Context: an optimization exercise on an open-source flow, tuned for small area, a short achievable clock period and few clock cycles per item. The choices shown serve that exercise and are no tape-out recipe. RTL that was checked went through simulation tests only; none was proved equivalent to the original. Function not checked in run 1: the RTL went through the layout flow alone. Power figures rest on the tool's default switching activity, not on a simulated workload.

## flow/design.v (module list and top-level ports; edited modules follow where they fit)
// module mant_l1: 1481 lines
// module mant_l2: 304 lines
// module mant_pipe: 16 lines
// module single_prec_mult: 34 lines
module single_prec_mult
  (
    input  wire        clk,
    input  wire        reset,
    input  wire        start,
    input  wire [31:0] a,
    input  wire [31:0] b,
    output wire [31:0] product,
    output reg         mult_done
  );
  // ...
==> flow/flow/run.sh <==
#!/bin/bash
# Standard layout with two changes:
#  - the port buffers are buf_2 cells rather than the resizer's default pick
#    (a slow delay buffer);
#  - after the standard synthesis, polarity.py flips full adders (which are
#    self-dual) to remove inverters between them; registers are untouched.
set -euo pipefail
export BUFFER_PORTS_ARGS="-buffer_cell sky130_fd_sc_hd__buf_2"
R="$PWD/orfs/results/$FLOW_PLATFORM/single_prec_mult/base"
bash standard.sh "$R/1_2_yosys.v" > synth.log 2>&1
python3 flow/polarity.py "$R/1_2_yosys.v" "$R/1_2_yosys.pol.v" > polarity.log 2>&1
cp "$R/1_2_yosys.v" "$R/1_2_yosys.std.v"
mv "$R/1_2_yosys.pol.v" "$R/1_2_yosys.v"
bash standard.sh > standard.log 2>&1
==> flow/flow/polarity.py <==
#!/usr/bin/env python3
"""Remove inverters around full adders in a mapped sky130 netlist.

A full adder is self-dual: FA(~a,~b,~c) = (~sum, ~cout).  So a full adder may be
replaced by the same cell fed with the complements of its inputs, its outputs then
carrying the complements.  This picks, by local search, which full adders to flip
so that fewest signals need an inverted copy, and rebuilds the inverters: one
inverter per signal whose inverted copy some load still needs.  Everything else
in the netlist (registers included) is kept as it is.

usage: polarity.py IN.v OUT.v
"""
import re, sys, collections

src = open(sys.argv[1]).read()
m = re.search(r'^(module .*?;\n)(.*)^endmodule', src, re.S | re.M)
head, body = m.group(1), m.group(2)
inst_re = re.compile(r'^\s*(sky130_fd_sc_hd__\w+)\s+(\S+)\s*\((.*?)\);\n', re.S | re.M)
decls = []
cells = []
pos = 0
for mm in inst_re.finditer(body):
    pre = body[pos:mm.start()]
    decls.append(pre)
    pins = [(p, n.strip()) for p, n in re.findall(r'\.(\w+)\(([^()]*)\)', mm.group(3))]
    cells.append([mm.group(1), mm.group(2), pins])
    pos = mm.end()
tail = body[pos:]
decl_txt = ''.join(decls)
assert 'assign' not in decl_txt and 'assign' not in tail, 'assign statements not handled'

OUTPINS = {'X', 'Y', 'Q', 'Q_N', 'SUM', 'COUT', 'HI', 'LO'}
def is_inv(t):
    return re.match(r'sky130_fd_sc_hd__(clk)?inv_\d+$', t) is not None
def is_fa(t):
    return re.match(r'sky130_fd_sc_hd__fa_\d+$', t) is not None

ports_out = set()
for mm in re.finditer(r'^\s*output\s+(\[(\d+):(\d+)\]\s+)?(\S+);', head + decl_txt, re.M):
    name = mm.group(4)
    if mm.group(1):
        hi, lo = int(mm.group(2)), int(mm.group(3))
        for i in range(min(hi, lo), max(hi, lo) + 1):
            ports_out.add('%s[%d]' % (name, i))
    else:
        ports_out.add(name)

driver = {}
for ci, (t, n, pins) in enumerate(cells):
    for p, net in pins:
        if p in OUTPINS:
            driver[net] = (ci, p)
invs = set(ci for ci, c in enumerate(cells) if is_inv(c[0]))
fas = [ci for ci, c in enumerate(cells) if is_fa(c[0])]

def base_of(net):
    par = 0
    seen = 0
    while net in driver and driver[net][0] in invs:
        ci = driver[net][0]
        net = dict(cells[ci][2])['A']
        par ^= 1
        seen += 1
        assert seen < 100
    return net, par

# loads: every input pin of a non-inverter cell, plus output ports driven through inverters
loads = []   # (cell index or None, pin, base, parity)
for ci, (t, n, pins) in enumerate(cells):
    if ci in invs:
        continue
    for pi, (p, net) in enumerate(pins):
        if p in OUTPINS:
            continue
        if net.startswith("1'") or net == '':
            continue
        b, par = base_of(net)
        loads.append((ci, pi, b, par))
# output ports driven by inverters need a load entry too
port_loads = []
for net in ports_out:
    if net in driver and driver[net][0] in invs:
        b, par = base_of(net)
        port_loads.append((net, b, par))

fixed = set()
for ci in fas:
    for p, net in cells[ci][2]:
        if p in ('SUM', 'COUT') and net in ports_out:
            fixed.add(ci)
fa_set = set(fas)
flip = collections.defaultdict(int)

by_base = collections.defaultdict(list)
for L in loads:
    by_base[L[2]].append(L)
for net, b, par in port_loads:
    by_base[b].append((None, net, b, par))
cell_bases = collections.defaultdict(set)   # bases touching an FA (as load or driver)
for b, Ls in by_base.items():
    for L in Ls:
        if L[0] is not None and L[0] in fa_set:
            cell_bases[L[0]].add(b)
    if b in driver and driver[b][0] in fa_set:
        cell_bases[driver[b][0]].add(b)

def need_inv(b):
    d = flip[driver[b][0]] if b in driver and driver[b][0] in fa_set else 0
    for ci, pi, bb, par in by_base[b]:
        f = flip[ci] if ci is not None and ci in fa_set else 0
        if par ^ f ^ d:
            return 1
    return 0

def cost_around(ci):
    return sum(need_inv(b) for b in cell_bases[ci])

before = sum(need_inv(b) for b in by_base)
changed = True
passes = 0
while changed and passes < 50:
    changed = False
    passes += 1
    for ci in fas:
        if ci in fixed:
            continue
        c0 = cost_around(ci)
        flip[ci] ^= 1
        c1 = cost_around(ci)
        if c1 < c0:
            changed = True
        else:
            flip[ci] ^= 1
# simulated annealing from the greedy result (deterministic seed)
import random, math
rng = random.Random(1)
cur = sum(need_inv(b) for b in by_base)
best = cur; best_flip = dict(flip)
free = [c for c in fas if c not in fixed]
T = 2.0
for it in range(200000):
    ci = free[rng.randrange(len(free))]
    c0 = cost_around(ci)
    flip[ci] ^= 1
    c1 = cost_around(ci)
    dlt = c1 - c0
    if dlt <= 0 or rng.random() < math.exp(-dlt / T):
        cur += dlt
        if cur < best:
            best = cur; best_flip = dict(flip)
    else:
        flip[ci] ^= 1
    T = max(0.05, 2.0 * (1 - it / 150000.0))
flip = collections.defaultdict(int, best_flip)
after = sum(need_inv(b) for b in by_base)

# rebuild
newcells = []
inv_net = {}
extra_wires = []
cnt = [0]
def inverted(b):
    if b not in inv_net:
        cnt[0] += 1
        nn = '_pol_n%d_' % cnt[0]
        extra_wires.append(nn)
        inv_net[b] = nn
        newcells.append(['sky130_fd_sc_hd__inv_1', '_pol_i%d_' % cnt[0], [('A', b), ('Y', nn)]])
    return inv_net[b]
load_map = {}
for b, Ls in by_base.items():
    d = flip[driver[b][0]] if b in driver and driver[b][0] in fa_set else 0
    for ci, pi, bb, par in Ls:
        f = flip[ci] if ci is not None and ci in fa_set else 0
        want_inv = par ^ f ^ d
        load_map[(ci, pi)] = inverted(b) if want_inv else b
out_cells = []
port_assign = []
for ci, (t, n, pins) in enumerate(cells):
    if ci in invs:
        continue
    newpins = []
    for pi, (p, net) in enumerate(pins):
        if (ci, pi) in load_map:
            net = load_map[(ci, pi)]
        newpins.append((p, net))
    out_cells.append([t, n, newpins])
# output ports that were driven by inverters: drive them with a buffer-free inverter or direct
for (ci, net), nn in ((k, v) for k, v in load_map.items() if k[0] is None):
    pass
for net, b, par in port_loads:
    d = flip[driver[b][0]] if b in driver and driver[b][0] in fa_set else 0
    if par ^ d:
        cnt[0] += 1
        out_cells.append(['sky130_fd_sc_hd__inv_1', '_pol_o%d_' % cnt[0], [('A', b), ('Y', net)]])
    else:
        cnt[0] += 1
        out_cells.append(['sky130_fd_sc_hd__buf_1', '_pol_o%d_' % cnt[0], [('A', b), ('X', net)]])
out_cells.extend(newcells)

# drop declarations of nets no longer used? keep them (dangling wires are harmless)
o = [head, decl_txt]
for w in extra_wires:
    o.append('  wire %s;\n' % w)
for t, n, pins in out_cells:
    o.append('  %s %s (\n%s\n  );\n' % (t, n, ',\n'.join('    .%s(%s%s)' % (p, net, ' ' if net.startswith('\\') else '') for p, net in pins)))
o.append(tail)
o.append('endmodule\n')
open(sys.argv[2], 'w').write(''.join(o) + src[m.end():])
sys.stderr.write('polarity: %d FAs, %d flipped, inverters %d -> %d (old inverter cells %d), %d passes\n'
                 % (len(fas), sum(flip[c] for c in fas), before, after, len(invs), passes))
==> flow/standard.sh <==
#!/bin/bash
# synth_recipe.tcl (not shown) runs the flow's synth.tcl, then flattens the netlist and writes it again
# the make line also repeats each setting of config.mk as NAME=value (left out here)
make -C /OpenROAD-flow-scripts/flow DESIGN_CONFIG=/design/flow/config.mk WORK_HOME=/design/flow/orfs CLKGATE_MAP_FILE= SYNTH_SCRIPT=/design/flow/synth_recipe.tcl "${@:-finish}"
==> flow/config.mk <==
export PLATFORM = sky130hd
export DESIGN_NAME = single_prec_mult
export DESIGN_NICKNAME = single_prec_mult
export VERILOG_FILES = /design/flow/design.v
export SDC_FILE = /design/flow/constraint.sdc
export NUM_CORES = 4
export LEC_CHECK = 0
export ABC_AREA = 1
export CAP_MARGIN = 20
export CORE_MARGIN = 2
export CORE_UTILIZATION = 70
export PLACE_DENSITY = 0.8
export SETUP_SLACK_MARGIN = 0.1
export SLEW_MARGIN = 20
==> flow/constraint.sdc <==
create_clock -name core_clock -period 5.0 [get_ports {clk}]
set_input_delay 1.0000 -clock core_clock [delete_from_list [all_inputs] [get_ports {clk}]]
set_output_delay 1.0000 -clock core_clock [all_outputs]
set_load 0.01 [all_outputs]
==> flow_metrics.tcl, run 1 <==
set metrics [dict create \
    start_util_pct 70.78 \
    crit_required_ps 5130 \
    p_clk_uw 693 \
    stdcell_count 2218 \
    total_power_mw 12.83 \
    hold_buffers 0 \
    slew_violations 0 \
    peakVddDrop_mv 0.6027 \
    post-route-min-period_ps 4628 \
    met2_usage_pct 66.06 \
    taps 324 \
    inv_count 234 \
    grt_max_degree 63 \
    drive_above_1_share_pct 15.64 \
    ctsResizeCount 0 \
    clock_skew_ps 0 \
    grt-ovfl-total 0 \
    p_switching_mw 6.685 \
    buffers 221 \
    areaGrowthSynthToFinish_pct 9.886 \
    hp-class "input port to asynchronous set/reset pin" \
    cp_num_cells 13 \
    p_int_mw 6.143 \
    slew_headroom_pct 34.62 \
    first_global_vias 14950 \
    num_rows 57 \
    largest_register_ffs 77 \
    maxPowerGroup "combinational logic" \
    outcome "timing/DRC/antenna clean" \
    clkPwrFrac_pct 5.4 \
    largest_class "multi-input gates" \
    cts.sinks 88 \
    critical_path_buf_inv_count 4 \
    holdWs_ps 456.2 \
    routed_wirelength_um 52950 \
    r2r_slack_ps 4210 \
    preCtsSetupSlack_ps 115.8 \
    reg2reg_depth 1 \
    vias_per_cell 6.560 \
    final_area_um2 18750 \
    avgSynthCellArea_um2 9.494 \
    clk-insertion-delay-late_ps 360 \
    num-multi-input-gates 1334 \
    final_nets 2328 \
]
==> run 2: changes to the inputs <==
--- a/flow/design.v
+++ b/flow/design.v
@@ -963,17 +963,28 @@
 assign s53 = pp3_5 ^ pp4_3 ^ pp5_1;
 assign c54 = (pp3_5 & pp4_3) | (pp5_1 & (pp3_5 ^ pp4_3));
 assign s55 = c42 ^ c44 ^ s51;
 assign c56 = (c42 & c44) | (s51 & (c42 ^ c44));
 assign s57 = s53 ^ c46 ^ s55;
 assign c58 = (s53 & c46) | (s55 & (s53 ^ c46));
 assign s59 = c48 ^ s57;
 assign c60 = c48 & s57;
-wire [12:0] lowsum = {1'b0, c50, c40, s37, c24, s21, s15, s9, s5, c2, pp1_0, pp0_1, neg0} + {1'b0, s59, s49, s39, s31, s23, s17, s11, s7, s3, s1, 1'b0, pp0_0};
+wire lc0 = (neg0 & pp0_0);
+wire lc1 = (pp0_1 & 1'b0) | ((pp0_1 | 1'b0) & lc0);
+wire lc2 = (pp1_0 & s1) | ((pp1_0 | s1) & lc1);
+wire lc3 = (c2 & s3) | ((c2 | s3) & lc2);
+wire lc4 = (s5 & s7) | ((s5 | s7) & lc3);
+wire lc5 = (s9 & s11) | ((s9 | s11) & lc4);
+wire lc6 = (s15 & s17) | ((s15 | s17) & lc5);
+wire lc7 = (s21 & s23) | ((s21 | s23) & lc6);
+wire lc8 = (c24 & s31) | ((c24 | s31) & lc7);
+wire lc9 = (s37 & s39) | ((s37 | s39) & lc8);
+wire lc10 = (c40 & s49) | ((c40 | s49) & lc9);
+wire lc11 = (c50 & s59) | ((c50 | s59) & lc10);
 assign s61 = neg6 ^ pp0_12 ^ pp1_10;
 assign c62 = (neg6 & pp0_12) | (pp1_10 & (neg6 ^ pp0_12));
 assign s63 = pp2_8 ^ pp3_6 ^ pp4_4;
 assign c64 = (pp2_8 & pp3_6) | (pp4_4 & (pp2_8 ^ pp3_6));
 assign s65 = pp5_2 ^ pp6_0 ^ c52;
 assign c66 = (pp5_2 & pp6_0) | (c52 & (pp5_2 ^ pp6_0));
 assign s67 = c54 ^ s61 ^ s63;
 assign c68 = (c54 & s61) | (s63 & (c54 ^ s61));
@@ -1472,17 +1483,17 @@
 assign s561 = c554 ^ s559 ^ c556;
 assign c562 = (c554 & s559) | (c556 & (c554 ^ s559));
 assign s563 = 1'b1 ^ x[22] ^ pp11_24;
 assign c564 = (1'b1 & x[22]) | (pp11_24 & (1'b1 ^ x[22]));
 assign s565 = c560 ^ s563;
 assign c566 = c560 & s563;
 assign s567 = 1'b1 ^ c564;
 assign c568 = 1'b1 & c564;
-assign cut = {c566, s567, c562, s565, s561, c558, c552, s557, s551, c546, c538, s545, s537, c530, c520, s529, s519, c510, c498, s509, s497, c486, c472, s485, s471, c458, s457, c442, s441, c426, s425, c410, c394, s409, c392, s393, c376, c358, s375, c356, s357, c338, c318, s337, c316, s317, c296, s295, c274, c254, s273, c252, s253, c234, s233, c214, s213, c196, s195, c178, s177, c162, c160, s161, c144, s143, c128, s127, c112, s111, c98, s97, c84, c72, s83, lowsum[12], s71};
+assign cut = {c566, s567, c562, s565, s561, c558, c552, s557, s551, c546, c538, s545, s537, c530, c520, s529, s519, c510, c498, s509, s497, c486, c472, s485, s471, c458, s457, c442, s441, c426, s425, c410, c394, s409, c392, s393, c376, c358, s375, c356, s357, c338, c318, s337, c316, s317, c296, s295, c274, c254, s273, c252, s253, c234, s233, c214, s213, c196, s195, c178, s177, c162, c160, s161, c144, s143, c128, s127, c112, s111, c98, s97, c84, c72, s83, lc11, s71};
 endmodule
 module mant_l2
   (
     input  wire [76:0] q,
     output wire [24:0] p
   );
 wire s569;
 wire c570;
==> flow/flow/run.sh (replaced) <==
#!/bin/bash
# Standard layout with two changes:
#  - the port buffers are buf_2 cells rather than the resizer's default pick
#    (a slow delay buffer);
#  - after the standard synthesis, polarity.py flips full adders (which are
#    self-dual) and swaps XOR/XNOR gates to remove inverters around them;
#    registers are untouched.
set -euo pipefail
export BUFFER_PORTS_ARGS="-buffer_cell sky130_fd_sc_hd__buf_2"
R="$PWD/orfs/results/$FLOW_PLATFORM/single_prec_mult/base"
bash standard.sh "$R/1_2_yosys.v" > synth.log 2>&1
python3 flow/polarity.py "$R/1_2_yosys.v" "$R/1_2_yosys.pol.v" > polarity.log 2>&1
cp "$R/1_2_yosys.v" "$R/1_2_yosys.std.v"
mv "$R/1_2_yosys.pol.v" "$R/1_2_yosys.v"
bash standard.sh > standard.log 2>&1
--- a/flow/flow/polarity.py
+++ b/flow/flow/polarity.py
@@ -1,15 +1,16 @@
 #!/usr/bin/env python3
-"""Remove inverters around full adders in a mapped sky130 netlist.
+"""Remove inverters around full adders and XOR gates in a mapped sky130 netlist.
 
 A full adder is self-dual: FA(~a,~b,~c) = (~sum, ~cout).  So a full adder may be
 replaced by the same cell fed with the complements of its inputs, its outputs then
-carrying the complements.  This picks, by local search, which full adders to flip
-so that fewest signals need an inverted copy, and rebuilds the inverters: one
+carrying the complements.  A 2-input XOR absorbs an inversion of any input or of
+its output by becoming an XNOR (and the other way round).  This picks, by local
+search, which full adders to flip so that fewest signals need an inverted copy, and rebuilds the inverters: one
 inverter per signal whose inverted copy some load still needs.  Everything else
 in the netlist (registers included) is kept as it is.
 
 usage: polarity.py IN.v OUT.v
 """
 import re, sys, collections
 
 src = open(sys.argv[1]).read()
@@ -27,16 +28,20 @@
     pos = mm.end()
 tail = body[pos:]
 decl_txt = ''.join(decls)
 assert 'assign' not in decl_txt and 'assign' not in tail, 'assign statements not handled'
 
 OUTPINS = {'X', 'Y', 'Q', 'Q_N', 'SUM', 'COUT', 'HI', 'LO'}
 def is_inv(t):
     return re.match(r'sky130_fd_sc_hd__(clk)?inv_\d+$', t) is not None
+def is_xor(t):
+    return re.match(r'sky130_fd_sc_hd__x(n)?or2_\d+$', t) is not None
+def xor_swap(t):
+    return t.replace('__xor2_', '__XNOR2_').replace('__xnor2_', '__xor2_').replace('__XNOR2_', '__xnor2_')
 def is_fa(t):
     return re.match(r'sky130_fd_sc_hd__fa_\d+$', t) is not None
 
 ports_out = set()
 for mm in re.finditer(r'^\s*output\s+(\[(\d+):(\d+)\]\s+)?(\S+);', head + decl_txt, re.M):
     name = mm.group(4)
     if mm.group(1):
         hi, lo = int(mm.group(2)), int(mm.group(3))
@@ -47,16 +52,17 @@
 
 driver = {}
 for ci, (t, n, pins) in enumerate(cells):
     for p, net in pins:
         if p in OUTPINS:
             driver[net] = (ci, p)
 invs = set(ci for ci, c in enumerate(cells) if is_inv(c[0]))
 fas = [ci for ci, c in enumerate(cells) if is_fa(c[0])]
+xors = set(ci for ci, c in enumerate(cells) if is_xor(c[0]))
 
 def base_of(net):
     par = 0
     seen = 0
     while net in driver and driver[net][0] in invs:
         ci = driver[net][0]
         net = dict(cells[ci][2])['A']
         par ^= 1
@@ -96,26 +102,46 @@
     by_base[L[2]].append(L)
 for net, b, par in port_loads:
     by_base[b].append((None, net, b, par))
 cell_bases = collections.defaultdict(set)   # bases touching an FA (as load or driver)
 for b, Ls in by_base.items():
     for L in Ls:
         if L[0] is not None and L[0] in fa_set:
             cell_bases[L[0]].add(b)
+            # an FA output feeding an xor: the xor's output base is unaffected
     if b in driver and driver[b][0] in fa_set:
         cell_bases[driver[b][0]].add(b)
 
+def wants(b):
+    w = set()
+    for ci, pi, bb, par in by_base[b]:
+        if ci is not None and ci in xors:
+            continue
+        f = flip[ci] if ci is not None and ci in fa_set else 0
+        w.add(par ^ f)
+    return w
+
+def out_pol(b):
+    # polarity of the physical net b relative to its original value
+    if b in driver:
+        dc = driver[b][0]
+        if dc in fa_set:
+            return flip[dc]
+        if dc in xors:
+            w = wants(b)
+            return min(w) if len(w) == 1 else 0
+    return 0
+
 def need_inv(b):
-    d = flip[driver[b][0]] if b in driver and driver[b][0] in fa_set else 0
-    for ci, pi, bb, par in by_base[b]:
-        f = flip[ci] if ci is not None and ci in fa_set else 0
-        if par ^ f ^ d:
-            return 1
-    return 0
+    w = wants(b)
+    if b in driver and driver[b][0] in xors:
+        return 1 if len(w) > 1 else 0
+    d = out_pol(b)
+    return 1 if any(x != d for x in w) else 0
 
 def cost_around(ci):
     return sum(need_inv(b) for b in cell_bases[ci])
 
 before = sum(need_inv(b) for b in by_base)
 changed = True
 passes = 0
 while changed and passes < 50:
@@ -163,38 +189,49 @@
     if b not in inv_net:
         cnt[0] += 1
         nn = '_pol_n%d_' % cnt[0]
         extra_wires.append(nn)
         inv_net[b] = nn
         newcells.append(['sky130_fd_sc_hd__inv_1', '_pol_i%d_' % cnt[0], [('A', b), ('Y', nn)]])
     return inv_net[b]
 load_map = {}
+xor_fix = collections.defaultdict(int)   # parity of input corrections per xor cell
 for b, Ls in by_base.items():
-    d = flip[driver[b][0]] if b in driver and driver[b][0] in fa_set else 0
+    d = out_pol(b)
     for ci, pi, bb, par in Ls:
+        if ci is not None and ci in xors:
+            load_map[(ci, pi)] = b
+            xor_fix[ci] ^= par ^ d
+            continue
         f = flip[ci] if ci is not None and ci in fa_set else 0
         want_inv = par ^ f ^ d
         load_map[(ci, pi)] = inverted(b) if want_inv else b
+for ci in xors:
+    onet = [net for p, net in cells[ci][2] if p in OUTPINS][0]
+    if xor_fix[ci] ^ out_pol(onet):
+        cells[ci][0] = xor_swap(cells[ci][0])
+        newout = 'Y' if '__xnor2_' in cells[ci][0] else 'X'
+        cells[ci][2] = [((newout if p in ('X', 'Y') else p), net) for p, net in cells[ci][2]]
 out_cells = []
 port_assign = []
 for ci, (t, n, pins) in enumerate(cells):
     if ci in invs:
         continue
     newpins = []
     for pi, (p, net) in enumerate(pins):
         if (ci, pi) in load_map:
             net = load_map[(ci, pi)]
         newpins.append((p, net))
     out_cells.append([t, n, newpins])
 # output ports that were driven by inverters: drive them with a buffer-free inverter or direct
 for (ci, net), nn in ((k, v) for k, v in load_map.items() if k[0] is None):
     pass
 for net, b, par in port_loads:
-    d = flip[driver[b][0]] if b in driver and driver[b][0] in fa_set else 0
+    d = out_pol(b)
     if par ^ d:
         cnt[0] += 1
         out_cells.append(['sky130_fd_sc_hd__inv_1', '_pol_o%d_' % cnt[0], [('A', b), ('Y', net)]])
     else:
         cnt[0] += 1
         out_cells.append(['sky130_fd_sc_hd__buf_1', '_pol_o%d_' % cnt[0], [('A', b), ('X', net)]])
 out_cells.extend(newcells)
 
--- a/flow/config.mk
+++ b/flow/config.mk
@@ -4,11 +4,12 @@
 export VERILOG_FILES = /design/flow/design.v
 export SDC_FILE = /design/flow/constraint.sdc
 export NUM_CORES = 4
 export LEC_CHECK = 0
 export ABC_AREA = 1
 export CAP_MARGIN = 20
 export CORE_MARGIN = 2
 export CORE_UTILIZATION = 70
+export CTS_BUF_LIST = sky130_fd_sc_hd__clkbuf_4 sky130_fd_sc_hd__clkbuf_8
 export PLACE_DENSITY = 0.8
-export SETUP_SLACK_MARGIN = 0.1
+export SETUP_SLACK_MARGIN = 0.4
 export SLEW_MARGIN = 20
==> flow_metrics.tcl, run 2 <==
set metrics [dict create \
    outcome "timing/DRC/antenna clean" \
    reg_top3 "mant_pipe.cut_q x77, e_q x8" \
    via_count 14110 \
    start_util_pct 71.82 \
    final_cell_mix "o22ai_1 (263), fa_1 (250), inv_1 (169), nand2_1 (167), xnor2_1 (164)" \
    grt_use_total_pct 42.92 \
    fin_setup_tns_ps 0 \
    cp_num_cells 12 \
    drt_iter0_markers 1891 \
    slew_violations 0 \
    tightest_slew_ps 970.2 \
    rsz0062_at_grt "no" \
    cp-end-kind "flop" \
    reg2reg_depth 1 \
    synthCells 1712 \
    leakagePower_nw 7.730 \
    hold_buffers 0 \
    r2r_slack_ps 4220 \
    routed_wirelength_um 51400 \
    post-route-util_pct 79.24 \
    worstPathMaxFanout 7 \
    largest_register_ffs 77 \
    fmax_mhz 221.3 \
    reg2reg_from "mult_done" \
    slew_headroom_pct 34.73 \
    peakVddDrop_mv 0.4964 \
    htreeDepth 3 \
    regMostFlops "mant_pipe.cut_q" \
    dr.pass1.iters 6 \
    areaGrowthSynthToFinish_pct 10.33 \
    clockBufferDepth 2 \
    synth_fp_nets 2142 \
    numCtsBuffers 9 \
    die_x_um 156.9 \
    cp-start-kind "input port" \
    stdcell_count 2124 \
    path_cells "buf_2, or2_2, nand2_1, nand2_1, buf_4, o22ai_1, xor2_1, fa_1, fa_1, fa_1, fa_1, ha_1" \
    first_global_vias 14230 \
    vias_per_cell 6.641 \
    cts_root_buf "clkbuf_8" \
    drive_above_1_share_pct 14.81 \
    cts.sinks 88 \
    final_area_um2 18050 \
    endpoint "mant_pipe.cut_q[50]" \
    finalHoldViolations 0 \
    fin_crit_sh_pct 90.36 \
    antenna_found_initial 1 \
    final_common_cell "o22ai_1" \
    worstPathArrival_ps 4640 \
    setup_viol_count_final 0 \
    routabilityCongestion 1.013 \
    crit_start "b[19]" \
    path_class "input port to flop" \
    grt-ovfl-total 0 \
    crit_top_cell "fa_1" \
    ant_nets 0 \
    die_h_um 156.9 \
    placed_cells 2097 \
    path_delay_family "adder cells" \
    critical_path_buf_inv_count 2 \
    yosysWarnings 2 \
    final_nets 2235 \
    post-route-min-period_ps 4518 \
    post_dp_cell_area_um2 17670 \
    clk-insertion-delay-late_ps 380 \
    drcViolationCount 0 \
    dp_hpwl_um 38860 \
    port_buffers 99 \
    critPathMaxStageDelay_ps 630 \
    dieArea_um2 24610 \
    r2r-end "mult_done" \
    syn_area_um2 16360 \
    power.density_nw_per_um2 671.7 \
    clk_pin_slew_worst_paths_ps 100 \
    cap_violations 0 \
    setup_slack_ps 482.0 \
    ios 100 \
    hp-class "input port to asynchronous set/reset pin" \
    preCtsSetupSlack_ps 128.0 \
    crit_required_ps 5120 \
    clock_skew_ps 0 \
    avgSynthCellArea_um2 9.556 \
    core_area_um2 22780 \
    grt_max_degree 49 \
    crit_slowest_cell "fa_1" \
    post_drt_wl_per_cell_um 24.20 \
    cts_tree "done" \
    num_rows 55 \
    grt_pass1_wl_um 78540 \
]
run 2: what timing repair did:
item | in CTS | in global routing
gates cloned | 0 | 2
pin swaps | 0 | 5
gates resized for setup | 1 | 14
endpoints found under the setup margin | 1 | 33
setup buffers | 0 | 8
run 2: how the worst min path moves through the flow:
stage                   start   endpoint  slack, ps
finish                  reset  mult_done        420
global route            reset  mult_done        430
CTS                     reset  mult_done        420
detailed placement  mult_done  mult_done        460
global placement    mult_done  mult_done        450
floorplan           mult_done  mult_done        510
run 2: stage by stage:
step                      hold slack (ps)  power (mW)
final                               422.2       12.12
after CTS                           415.7       11.60
after detailed placement            457.8       10.94
after global placement              449.6       10.44
after floorplan                     512.1       8.103
after global routing                428.5       13.23
run 2: where the power goes:
part	leakage, nW	switching (mW)	internal [mW]
logic	6.76	5.62	4.08
registers	0.858	0.160	1.67
clock network	0.115	0.295	0.295
total	7.73	6.07	6.05
run 2: per-layer routing:
metal  part of all wire (%)  wire, um  up-vias  track usage [%]
met5                      0         0        -                0
met4                    6.9      3546        0            22.67
met3                     15      7458      279            14.95
met2                     43     21880     1137            63.47
met1                     36     18520     6680            55.99
li1                       -         -     6010                -
run 2: area by class of cell:
cell class | count | area (um2)
inverters | 169 | 634.4
clock inverters | 5 | 82.58
well taps | 313 | 391.6
repair buffers | 213 | 1516
multi-input cells | 1324 | 12640
diodes | 1 | 2.502
fillers | 1524 | 4730
flip-flops and latches | 88 | 2638
clock buffers | 11 | 138.9
Testbench counts of run 2, summed over its fixed seeds: cycles 2,048, items 2,048.
==> run 3: changes to the inputs <==
--- a/flow/config.mk
+++ b/flow/config.mk
@@ -12,4 +12,4 @@
 export CTS_BUF_LIST = sky130_fd_sc_hd__clkbuf_4 sky130_fd_sc_hd__clkbuf_8
 export PLACE_DENSITY = 0.8
-export SETUP_SLACK_MARGIN = 0.4
+export SETUP_SLACK_MARGIN = 0.32
 export SLEW_MARGIN = 20
==> flow_metrics.tcl, run 3 <==
set metrics [dict create \
    outcome "timing/DRC/antenna clean" \
    drt_iter0_markers 2216 \
    peakVddDrop_mv 0.7140 \
    die_h_um 156.9 \
    grt-busiest-layer "met2" \
    r2r_slack_ps 4220 \
    grt-ovfl-total 0 \
    num_rows 55 \
    post-route-min-period_ps 4583 \
    reg_top3 "mant_pipe.cut_q x77, e_q x8" \
    cp_num_cells 13 \
    hp-class "input port to asynchronous set/reset pin" \
    areaGrowthSynthToFinish_pct 9.782 \
    use_met1_pct 58.74 \
    power.density_nw_per_um2 664.6 \
    numCtsBuffers 9 \
    post_dp_cell_area_um2 17680 \
    cts_tree "done" \
    path_cells "buf_2, inv_1, buf_4, nand2_1, nand2_1, buf_4, o22ai_1, xnor2_1, fa_1, fa_1, fa_1, fa_1, fa_1" \
    vias_per_cell 6.764 \
    path_delay_family "adder cells" \
    cts_root_buf "clkbuf_8" \
    finalHoldViolations 0 \
    htreeDepth 3 \
    r2r-end "mult_done" \
    clk-insertion-delay-late_ps 380 \
    slew_violations 0 \
    critPathMaxStageDelay_ps 520 \
    port_buffers 99 \
    start_util_pct 71.82 \
    antenna_found_initial 1 \
    crit_required_ps 5140 \
    cap_violations 0 \
    endpoint "mant_pipe.cut_q[24]" \
    worstPathMaxFanout 10 \
    total_power_mw 11.94 \
    fillCellCount 1540 \
    dieArea_um2 24610 \
    synth_fp_nets 2142 \
    slew_headroom_pct 31.87 \
    fin_crit_sh_pct 91.66 \
    cp-end-kind "flop" \
    drive_above_1_share_pct 13.93 \
    drcViolationCount 0 \
    cts.sinks 88 \
    crit_start "b[21]" \
    final_nets 2227 \
    via_count 14310 \
    leakagePower_nw 7.685 \
    post_drt_wl_per_cell_um 24.85 \
    regMostFlops "mant_pipe.cut_q" \
    gr-usage-met3_pct 14.01 \
    avgSynthCellArea_um2 9.556 \
    multi_input_area_um2 12580 \
    clock_skew_ps 0 \
    core_area_um2 22780 \
    routabilityCongestion 1.015 \
    setup_viol_count_final 0 \
    fin_setup_tns_ps 0 \
    clk_pin_slew_worst_paths_ps 100 \
    rsz0062_at_grt "no" \
    seqCellArea_um2 2638 \
    die_x_um 156.9 \
    critical_path_buf_inv_count 4 \
    tightest_slew_ps 1021 \
    grt_pass1_wl_um 80990 \
    fmax_mhz 218.2 \
    cp-start-kind "input port" \
    dp_hpwl_um 39550 \
    crit_top_cell "fa_1" \
    clockBufferDepth 2 \
    grt_max_degree 63 \
    ios 100 \
    first_global_vias 14490 \
    reg2reg_depth 1 \
    crit_slowest_cell "fa_1" \
    dr.pass1.iters 9 \
    reg2reg_from "mult_done" \
    synthCells 1712 \
    met2_usage_pct 67.40 \
    path_class "input port to flop" \
    worstPathArrival_ps 4720 \
    final_cell_mix "o22ai_1 (264), fa_1 (251), nand2_1 (169), inv_1 (169), xnor2_1 (165)" \
    routed_wirelength_um 52590 \
    final_area_um2 17960 \
    grt_use_total_pct 44.26 \
    yosysWarnings 2 \
    final_common_cell "o22ai_1" \
    ant_nets 0 \
    syn_area_um2 16360 \
    largest_register_ffs 77 \
]
-- run 3: cell types whose count changed in the layout (fill, tap and decap cells not counted), sizes merged --
cell	before	now
inv	170	169
nand2	182	181
clkbuf	11	12
bufinv	2	1
clkinv	2	3
buf	213	206
-- run 3: layout make-up --
class | instances | area share (%)
Clock buffer | 12 | 0.8499
Timing Repair Buffer | 206 | 8.360
Sequential cell | 88 | 14.69
Antenna cell | 1 | 0.01393
Tap cell | 313 | 2.181
Clock inverter | 4 | 0.3135
Multi-Input combinational cell | 1323 | 70.06
Inverter | 169 | 3.532
-- run 3: worst min-delay path by stage --
stage / endpoint / slack, ps / cells after the start
2_1_floorplan: mult_done / 510 / 1
3_3_place_gp: mult_done / 450 / 1
3_5_place_dp: mult_done / 470 / 1
4_1_cts: mult_done / 420 / 2
5_1_grt: mult_done / 420 / 2
6_report: mult_done / 440 / 2
-- run 3: metal layers --
metal	vias to the layer above	share of wire, %
met4	0	5.6
li1	5987	-
met5	-	0
met3	281	15
met2	1205	43
met1	6840	36
-- run 3: through the flow --
step	utilization, %	setup WS, ps	cells	hold slack, ps
2_1_floorplan	-	297.7	1712	512.1
3_3_place_gp	77.62	160.2	2093	450.2
3_5_place_dp	77.62	60.77	2093	466.9
4_1_cts	78.56	417.6	2109	423.2
5_1_grt	78.84	326.6	2115	418.2
6_report	78.85	416.8	2116	435.5
-- run 3: repair_timing --
item                       in CTS  in global routing
resized for setup               1                  4
cloned                          0                  1
setup buffers                   0                  5
hold buffers                    0                  0
pin swaps                       0                  2
setup endpoints to repair       1                 31
-- run 3: where the power goes --
part	total [mW]	internal (mW)	switching (mW)
clock	0.564	0.260	0.304
combinational	9.50	3.98	5.53
sequential	1.87	1.67	0.196
==> run 4: changes to the inputs <==
--- a/flow/config.mk
+++ b/flow/config.mk
@@ -12,4 +12,4 @@
 export CTS_BUF_LIST = sky130_fd_sc_hd__clkbuf_4 sky130_fd_sc_hd__clkbuf_8
 export PLACE_DENSITY = 0.8
-export SETUP_SLACK_MARGIN = 0.32
+export SETUP_SLACK_MARGIN = 0.2
 export SLEW_MARGIN = 20
==> flow_metrics.tcl, run 4 <==
set metrics [dict create \
    ant_nets 0 \
    post-route-min-period_ps 4610 \
    post_dp_cell_area_um2 17630 \
    grt_use_total_pct 42.83 \
    die_h_um 156.9 \
    core_area_um2 22780 \
    avgSynthCellArea_um2 9.556 \
    post_drt_wl_per_cell_um 24.10 \
    regMostFlops "mant_pipe.cut_q" \
    path_delay_family "adder cells" \
    cts.sinks 88 \
    total_power_mw 11.67 \
    grt-ovfl-total 0 \
    r2r-end "mult_done" \
    slew_headroom_pct 35.54 \
    port_buffers 99 \
    reg_top3 "mant_pipe.cut_q x77, e_q x8" \
    cts_root_buf "clkbuf_8" \
    num_rows 55 \
    p_switching_mw 5.921 \
    rsz0062_at_grt "no" \
    largest_register_ffs 77 \
    die_x_um 156.9 \
    routed_wirelength_um 50760 \
    via_count 14050 \
    reg2reg_depth 1 \
    p_sw_share_pct 50.75 \
    synthCells 1712 \
    crit_slowest_cell "fa_1" \
    fin_crit_sh_pct 92.19 \
    final_area_um2 17810 \
    start_util_pct 71.82 \
    grt_pass1_wl_um 78070 \
    setup_viol_count_final 0 \
    gr-usage-met3_pct 15.62 \
    outcome "timing/DRC/antenna clean" \
    drive_above_1_share_pct 13.33 \
    numCtsBuffers 9 \
    final_common_cell "o22ai_1" \
    finalHoldViolations 0 \
    cts_tree "done" \
    first_global_vias 14130 \
    path_class "input port to flop" \
    syn_area_um2 16360 \
    dieArea_um2 24610 \
    worstPathMaxFanout 14 \
    fillCellCount 1543 \
    fin_setup_tns_ps 0 \
    seqPwrFrac_pct 15.7 \
    antenna_found_initial 0 \
    holdWs_ps 418.1 \
    dr.pass1.iters 10 \
    grt_max_degree 65 \
    crit_top_cell "fa_1" \
    synth_fp_nets 2142 \
    cts_setup_buffers 0 \
    clock_skew_ps 0 \
    clk_pin_slew_worst_paths_ps 100 \
    power.density_nw_per_um2 655.0 \
    areaGrowthSynthToFinish_pct 8.880 \
    dp_hpwl_um 38600 \
    hp-class "input port to asynchronous set/reset pin" \
    htreeDepth 3 \
    ctsResizeCount 0 \
    cp-end-kind "flop" \
    critPathMaxStageDelay_ps 560 \
    hold_buffers 0 \
    final_nets 2218 \
    reg2reg_from "mult_done" \
    tightest_slew_ps 965.8 \
    met2_usage_pct 62.13 \
    p_int_mw 5.746 \
    pwr-share-comb_pct 80.1 \
    drt_iter0_markers 2229 \
    clk-insertion-delay-late_ps 390 \
    fmax_mhz 216.9 \
    peakVddDrop_mv 0.5416 \
    r2r_slack_ps 4220 \
    setup_slack_ps 390.4 \
    crit_required_ps 5130 \
    antenna_cells 0 \
    clkPwrFrac_pct 4.2 \
    routabilityCongestion 1.015 \
    leakagePower_nw 7.605 \
    critical_path_buf_inv_count 2 \
    preCtsSetupSlack_ps 99.74 \
    cp-start-kind "input port" \
    slew_violations 0 \
    drcViolationCount 0 \
    yosysWarnings 2 \
    use_met1_pct 57.43 \
    cap_violations 0 \
    final_cell_mix "o22ai_1 (264), fa_1 (252), nand2_1 (169), inv_1 (169), xnor2_1 (165)" \
    clockBufferDepth 2 \
    grt-busiest-layer "met2" \
    path_cells "buf_2, or2_2, nand2_1, nand2_1, buf_4, o22ai_1, xor2_1, fa_1, fa_1, fa_1, fa_1, fa_1" \
    vias_per_cell 6.672 \
    ios 100 \
    worstPathArrival_ps 4740 \
]
run 4: cell type report:
| cell class | count | area (um2) | area share (%) |
|---|---|---|---|
| multi-input combinational | 1322 | 12560 | 70.50 |
| sequential | 88 | 2638 | 14.81 |
| timing repair buffer | 198 | 1416 | 7.952 |
| clock inverter | 6 | 43.79 | 0.2459 |
| inverter | 169 | 634.4 | 3.561 |
| tap | 313 | 391.6 | 2.199 |
| clock buffer | 10 | 131.4 | 0.7376 |
run 4: power groups by stage:
stage	combinational [mW]	sequential (mW)	clock, mW
2_1_floorplan	6.32	1.77	0
3_3_place_gp	8.56	1.83	0
3_5_place_dp	9.09	1.85	0
4_1_cts	9.17	1.83	0.493
5_1_grt	10.5	1.87	0.515
6_report	9.34	1.83	0.492
run 4: how the worst max path moves through the flow:
stage / endpoint / depth (start not counted) / from / slack [ps]
6_report: mant_pipe.cut_q[31] / 12 / b[19] / 390
4_1_cts: product[22] / 15 / mant_pipe.cut_q[32] / 280
2_1_floorplan: mant_pipe.cut_q[31] / 13 / b[21] / 200
3_5_place_dp: mant_pipe.cut_q[31] / 12 / b[15] / 100
3_3_place_gp: mant_pipe.cut_q[31] / 12 / b[15] / 170
5_1_grt: product[17] / 15 / mant_pipe.cut_q[32] / 200
run 4: routing by layer:
metal / up-vias / share of wire, %
li1: 5967 / -
met1: 6633 / 37
met2: 1160 / 42
met3: 292 / 15
met4: 0 / 6.3
met5: - / 0
run 4: stage by stage:
step,utilization (%),instances
after floorplan,-,1712
after global placement,77.41,2090
after detailed placement,77.41,2090
after CTS,78.18,2106
after global routing,78.20,2106
final,78.20,2106
==> run 5: changes to the inputs <==
--- a/flow/config.mk
+++ b/flow/config.mk
@@ -12,4 +12,4 @@
 export CTS_BUF_LIST = sky130_fd_sc_hd__clkbuf_4 sky130_fd_sc_hd__clkbuf_8
 export PLACE_DENSITY = 0.8
-export SETUP_SLACK_MARGIN = 0.2
+export SETUP_SLACK_MARGIN = 0.1
 export SLEW_MARGIN = 20
==> flow_metrics.tcl, run 5 <==
set metrics [dict create \
    dieArea_um2 24610 \
    grt_max_degree 61 \
    dp_hpwl_um 39830 \
    reg_top3 "mant_pipe.cut_q x77, e_q x8" \
    rsz0062_at_grt "no" \
    final_common_cell "o22ai_1" \
    path_class "input port to flop" \
    grt_use_total_pct 44.09 \
    clock_skew_ps 0 \
    clockBufferDepth 2 \
    slew_headroom_pct 34.22 \
    dr.pass1.iters 7 \
    routed_wirelength_um 52390 \
    hold_buffers 0 \
    routabilityCongestion 1.041 \
    port_buffers 99 \
    leakagePower_nw 7.677 \
    die_h_um 156.9 \
    numCtsBuffers 9 \
    clk_pin_slew_worst_paths_ps 100 \
    synthCells 1712 \
    fin_setup_tns_ps 0 \
    final_cell_mix "o22ai_1 (264), fa_1 (252), nand2_1 (169), inv_1 (169), xnor2_1 (165)" \
    outcome "timing/DRC/antenna clean" \
    grt-ovfl-total 0 \
    clk-insertion-delay-late_ps 390 \
    cts_root_buf "clkbuf_8" \
    avgSynthCellArea_um2 9.556 \
    antenna_cells 0 \
    setup_viol_count_final 0 \
    cts_tree "done" \
    areaGrowthSynthToFinish_pct 9.568 \
    synth_fp_nets 2142 \
    drive_above_1_share_pct 13.87 \
    cp-start-kind "input port" \
    ant_nets 0 \
    finalHoldViolations 0 \
    cap_violations 0 \
    grt_pass1_wl_um 80410 \
    slew_violations 0 \
    peakVddDrop_mv 0.4955 \
    antenna_found_initial 0 \
    start_util_pct 71.82 \
    yosysWarnings 2 \
    setup_slack_ps 360.7 \
    tightest_slew_ps 977.7 \
    power.density_nw_per_um2 655.4 \
    ios 100 \
    final_nets 2227 \
    post_drt_wl_per_cell_um 24.77 \
    htreeDepth 3 \
    first_global_vias 14400 \
    drcViolationCount 0 \
    crit_required_ps 5130 \
    via_count 14140 \
    hp-class "input port to asynchronous set/reset pin" \
    cp-end-kind "flop" \
    syn_area_um2 16360 \
    drt_iter0_markers 2103 \
    post-route-min-period_ps 4639 \
    vias_per_cell 6.685 \
    worstPathArrival_ps 4770 \
    fin_crit_sh_pct 92.79 \
    r2r_slack_ps 4220 \
    worstPathMaxFanout 9 \
    num_rows 55 \
    cts.sinks 88 \
    regMostFlops "mant_pipe.cut_q" \
    core_area_um2 22780 \
    preCtsSetupSlack_ps 69.45 \
    largest_register_ffs 77 \
    holdWs_ps 423.9 \
    fmax_mhz 215.6 \
    die_x_um 156.9 \
]
[run 5: worst paths after layout]
kind,to,cells past startpoint,from
setup / recovery,mant_pipe.cut_q[31],12,b[17]
hold / removal,mult_done,2,reset
setup reg to reg,mult_done,1,mult_done
hold reg to reg,mult_done,1,mult_done
max in group asynchronous,mult_done,2,reset
min in group core_clock,mult_done,1,mult_done
[run 5: what timing repair did]
item	CTS	global route
setup buffers	0	0
endpoints found under the setup margin	0	24
resized for setup	0	3
[run 5: worst max-delay path, stage by stage]
cell     delay [ps]
buf_2           140
nand2_1          90
inv_1            60
o21ai_1         550
buf_4           310
o22ai_1         110
xnor2_1         210
fa_1            410
fa_1            440
fa_1            480
fa_1            540
fa_1            400
[run 5: power by group]
group / switching, mW / total, mW / internal, mW
clock: 0.300 / 0.591 / 0.291
sequential: 0.183 / 1.86 / 1.67
combinational: 5.42 / 9.30 / 3.88
[run 5: through the flow]
step | cell area [um2] | power (mW) | util (%) | std cells
after detailed placement | 17690 | 10.98 | 77.65 | 2099
final | 17920 | 11.75 | 78.69 | 2115
after CTS | 17910 | 11.62 | 78.64 | 2115
after global routing | 17920 | 12.86 | 78.69 | 2115
after floorplan | 16360 | 8.089 | - | 1712
after global placement | 17690 | 10.42 | 77.65 | 2099
[run 5: layout make-up]
class	count	area [um2]
clock buffer	10	131.4
clock inverter	6	95.09
fill	1642	4853
inverter	169	634.4
multi-input combinational	1322	12560
sequential	88	2638
tap	313	391.6
timing repair buffer	207	1471
[run 5: layer usage]
layer	track usage [%]	routed length (um)	up-vias
li1	-	-	5983
met1	58.47	19650	6757
met2	66.27	22550	1119
met3	14.10	7062	280
met4	20.75	3130	0
met5	0	0	-
==> run 6: changes to the inputs <==
--- a/flow/config.mk
+++ b/flow/config.mk
@@ -12,4 +12,4 @@
 export CTS_BUF_LIST = sky130_fd_sc_hd__clkbuf_4 sky130_fd_sc_hd__clkbuf_8
 export PLACE_DENSITY = 0.8
-export SETUP_SLACK_MARGIN = 0.1
+export SETUP_SLACK_MARGIN = 0.25
 export SLEW_MARGIN = 20
==> flow_metrics.tcl, run 6 <==
set metrics [dict create \
    outcome "timing/DRC/antenna clean" \
    slew_headroom_pct 36.79 \
    setup_viol_count_final 0 \
    die_x_um 156.9 \
    worstPathArrival_ps 3550 \
    clock_skew_ps 0 \
    pwr-share-comb_pct 79.8 \
    avgSynthCellArea_um2 9.556 \
    port_buffers 99 \
    htreeDepth 3 \
    path_class "flop to output port" \
    fmax_mhz 219.7 \
    post_drt_wl_per_cell_um 24.04 \
    vias_per_cell 6.596 \
    rsz0062_at_grt "no" \
    hold_buffers 0 \
    antenna_cells 0 \
    r2r_slack_ps 4220 \
    fin_setup_tns_ps 0 \
    final_common_cell "o22ai_1" \
    grt_pass1_wl_um 77730 \
    routed_wirelength_um 50700 \
    final_cell_mix "o22ai_1 (264), fa_1 (252), nand2_1 (169), inv_1 (169), xnor2_1 (165)" \
    leakagePower_nw 7.648 \
    post-route-min-period_ps 4552 \
    drt_iter0_markers 1908 \
    post_dp_cell_area_um2 17680 \
    seqPwrFrac_pct 16.0 \
    tightest_slew_ps 939.5 \
    final_area_um2 17900 \
    cp-start-kind "flop" \
    first_global_vias 13850 \
    p_sw_share_pct 50.33 \
    cts_tree "done" \
    finalHoldViolations 0 \
    slew_violations 0 \
    p_int_mw 5.765 \
    reg2reg_depth 1 \
    die_h_um 156.9 \
    clk-insertion-delay-late_ps 400 \
    fin_crit_sh_pct 91.04 \
    ant_nets 0 \
    power.density_nw_per_um2 648.5 \
    core_area_um2 22780 \
    synthCells 1712 \
    numCtsBuffers 9 \
    worstPathMaxFanout 26 \
    num_rows 55 \
    yosysWarnings 2 \
    grt_use_total_pct 42.71 \
    reg2reg_from "mult_done" \
    largest_register_ffs 77 \
    clk_pin_slew_worst_paths_ps 110 \
    cp-end-kind "output port" \
    ios 100 \
    cts.sinks 88 \
    clockBufferDepth 2 \
    fillCellCount 1560 \
    final_nets 2221 \
    crit_required_ps 4000 \
    peakVddDrop_mv 0.5160 \
    p_switching_mw 5.841 \
    dr.pass1.iters 8 \
    reg_top3 "mant_pipe.cut_q x77, e_q x8" \
    drive_above_1_share_pct 13.47 \
    start_util_pct 71.82 \
    dieArea_um2 24610 \
    synth_fp_nets 2142 \
    drcViolationCount 0 \
    areaGrowthSynthToFinish_pct 9.407 \
    syn_area_um2 16360 \
    grt-ovfl-total 0 \
    via_count 13910 \
    holdWs_ps 412.4 \
    cap_violations 0 \
    hp-class "input port to asynchronous set/reset pin" \
    dp_hpwl_um 38350 \
    routabilityCongestion 0.9994 \
    r2r-end "mult_done" \
    antenna_found_initial 0 \
    cts_root_buf "clkbuf_8" \
    clkPwrFrac_pct 4.3 \
    regMostFlops "mant_pipe.cut_q" \
    grt_max_degree 64 \
]
run 6: per-layer routing:
layer,wire length [um],vias up,share of wire [%],GRT usage (%)
li1,-,5968,-,-
met1,19610,6579,39,58.89
met2,21260,1141,42,63.16
met3,7387,222,15,13.54
met4,2395,2,4.7,16.95
met5,50,-,0.099,1.656
run 6: final cells by class:
cell class | instances | area, um2 | share of cell area [%]
flip-flops and latches | 88 | 2638 | 14.74
repair buffers | 201 | 1501 | 8.389
clock inverters | 6 | 45.04 | 0.2517
inverters | 169 | 634.4 | 3.544
well taps | 313 | 391.6 | 2.188
clock buffers | 10 | 131.4 | 0.7340
multi-input cells | 1322 | 12560 | 70.16
run 6: repair_timing:
item,4_1_cts,5_1_grt
pin swaps,0,1
setup endpoints to repair,1,13
gates resized for setup,1,1
setup buffers,0,4
run 6: per-stage QoR:
step / worst slack, ps / power (mW) / std cells / util [%]
after CTS: 336.8 / 11.38 / 2104 / 78.41
after global placement: 20.67 / 10.35 / 2088 / 77.62
final: 447.9 / 11.61 / 2109 / 78.58
after detailed placement: -107.3 / 10.83 / 2088 / 77.62
after global routing: 260.3 / 12.75 / 2109 / 78.58
after floorplan: 219.2 / 8.090 / 1712 / -
run 6: critical path, cell delays in order (launching register included):
cell      delay [ps]
edfxtp_1         410
fa_1             550
ha_1             380
nand2_1           90
nor4_1           330
nand2_1          150
nand2_4          140
nand2_1           70
nand2_2           90
nand2_2           80
nand2_2           80
nand2_2           80
nand2_8          190
nand2_2          130
o21ai_1          210
buf_2            160
run 6: worst max path at each step:
stage	start	to	slack, ps
6_report	mant_pipe.cut_q[32]	product[22]	450
5_1_grt	mant_pipe.cut_q[32]	product[6]	260
4_1_cts	b[17]	mant_pipe.cut_q[52]	340
3_5_place_dp	b[17]	mant_pipe.cut_q[52]	-110
3_3_place_gp	b[17]	mant_pipe.cut_q[31]	20
2_1_floorplan	b[17]	mant_pipe.cut_q[31]	220
run 6: power by group through the flow:
| stage | Combinational (mW) | Clock [mW] | Sequential (mW) |
|---|---|---|---|
| final | 9.26 | 0.496 | 1.85 |
| after global routing | 10.4 | 0.516 | 1.88 |
| after CTS | 9.04 | 0.496 | 1.84 |
| after detailed placement | 8.97 | 0 | 1.86 |
| after global placement | 8.50 | 0 | 1.85 |
| after floorplan | 6.32 | 0 | 1.77 |

-- static timing again, ports no longer ideal --
How much do the figures lean on ideal ports? The routed layouts below were timed once more, with nothing changed but the port constraints. Step 1 sets driving cells, clkbuf_16 on the clock port and buf_2 on the other inputs (assumed; they add their load-dependent delay and slew). Step 2 times the ports against the registers' clock, not the clock port: input delays grow and output delays shrink by t, the midpoint of the rising clock arrivals with the driver on. Three values: ideal, step 1, step 2; two values: the first two.
| run | shift t [ns] | slack for setup (ns) | cell pins on the clock port's net |
|---|---|---|---|
| run 1 | 0.408 | 0.372 / 0.329 / -0.006 | 1 |
| run 2 | 0.424 | 0.482 / 0.499 / 0.074 | 1 |
| run 3 | 0.431 | 0.417 / 0.398 / -0.033 | 1 |
| run 4 | 0.434 | 0.390 / 0.413 / -0.021 | 1 |
| run 5 | 0.434 | 0.361 / 0.335 / -0.076 | 1 |
| run 6 | 0.433 | 0.448 / 0.402 / 0.092 | 1 |
Met with ideal ports but missed after step 2: setup timing in run 1, run 3, run 4 and run 5. The setup slack of run 3, which loses most, moves by -0.019 ns with the drivers and by -0.450 ns with both steps.
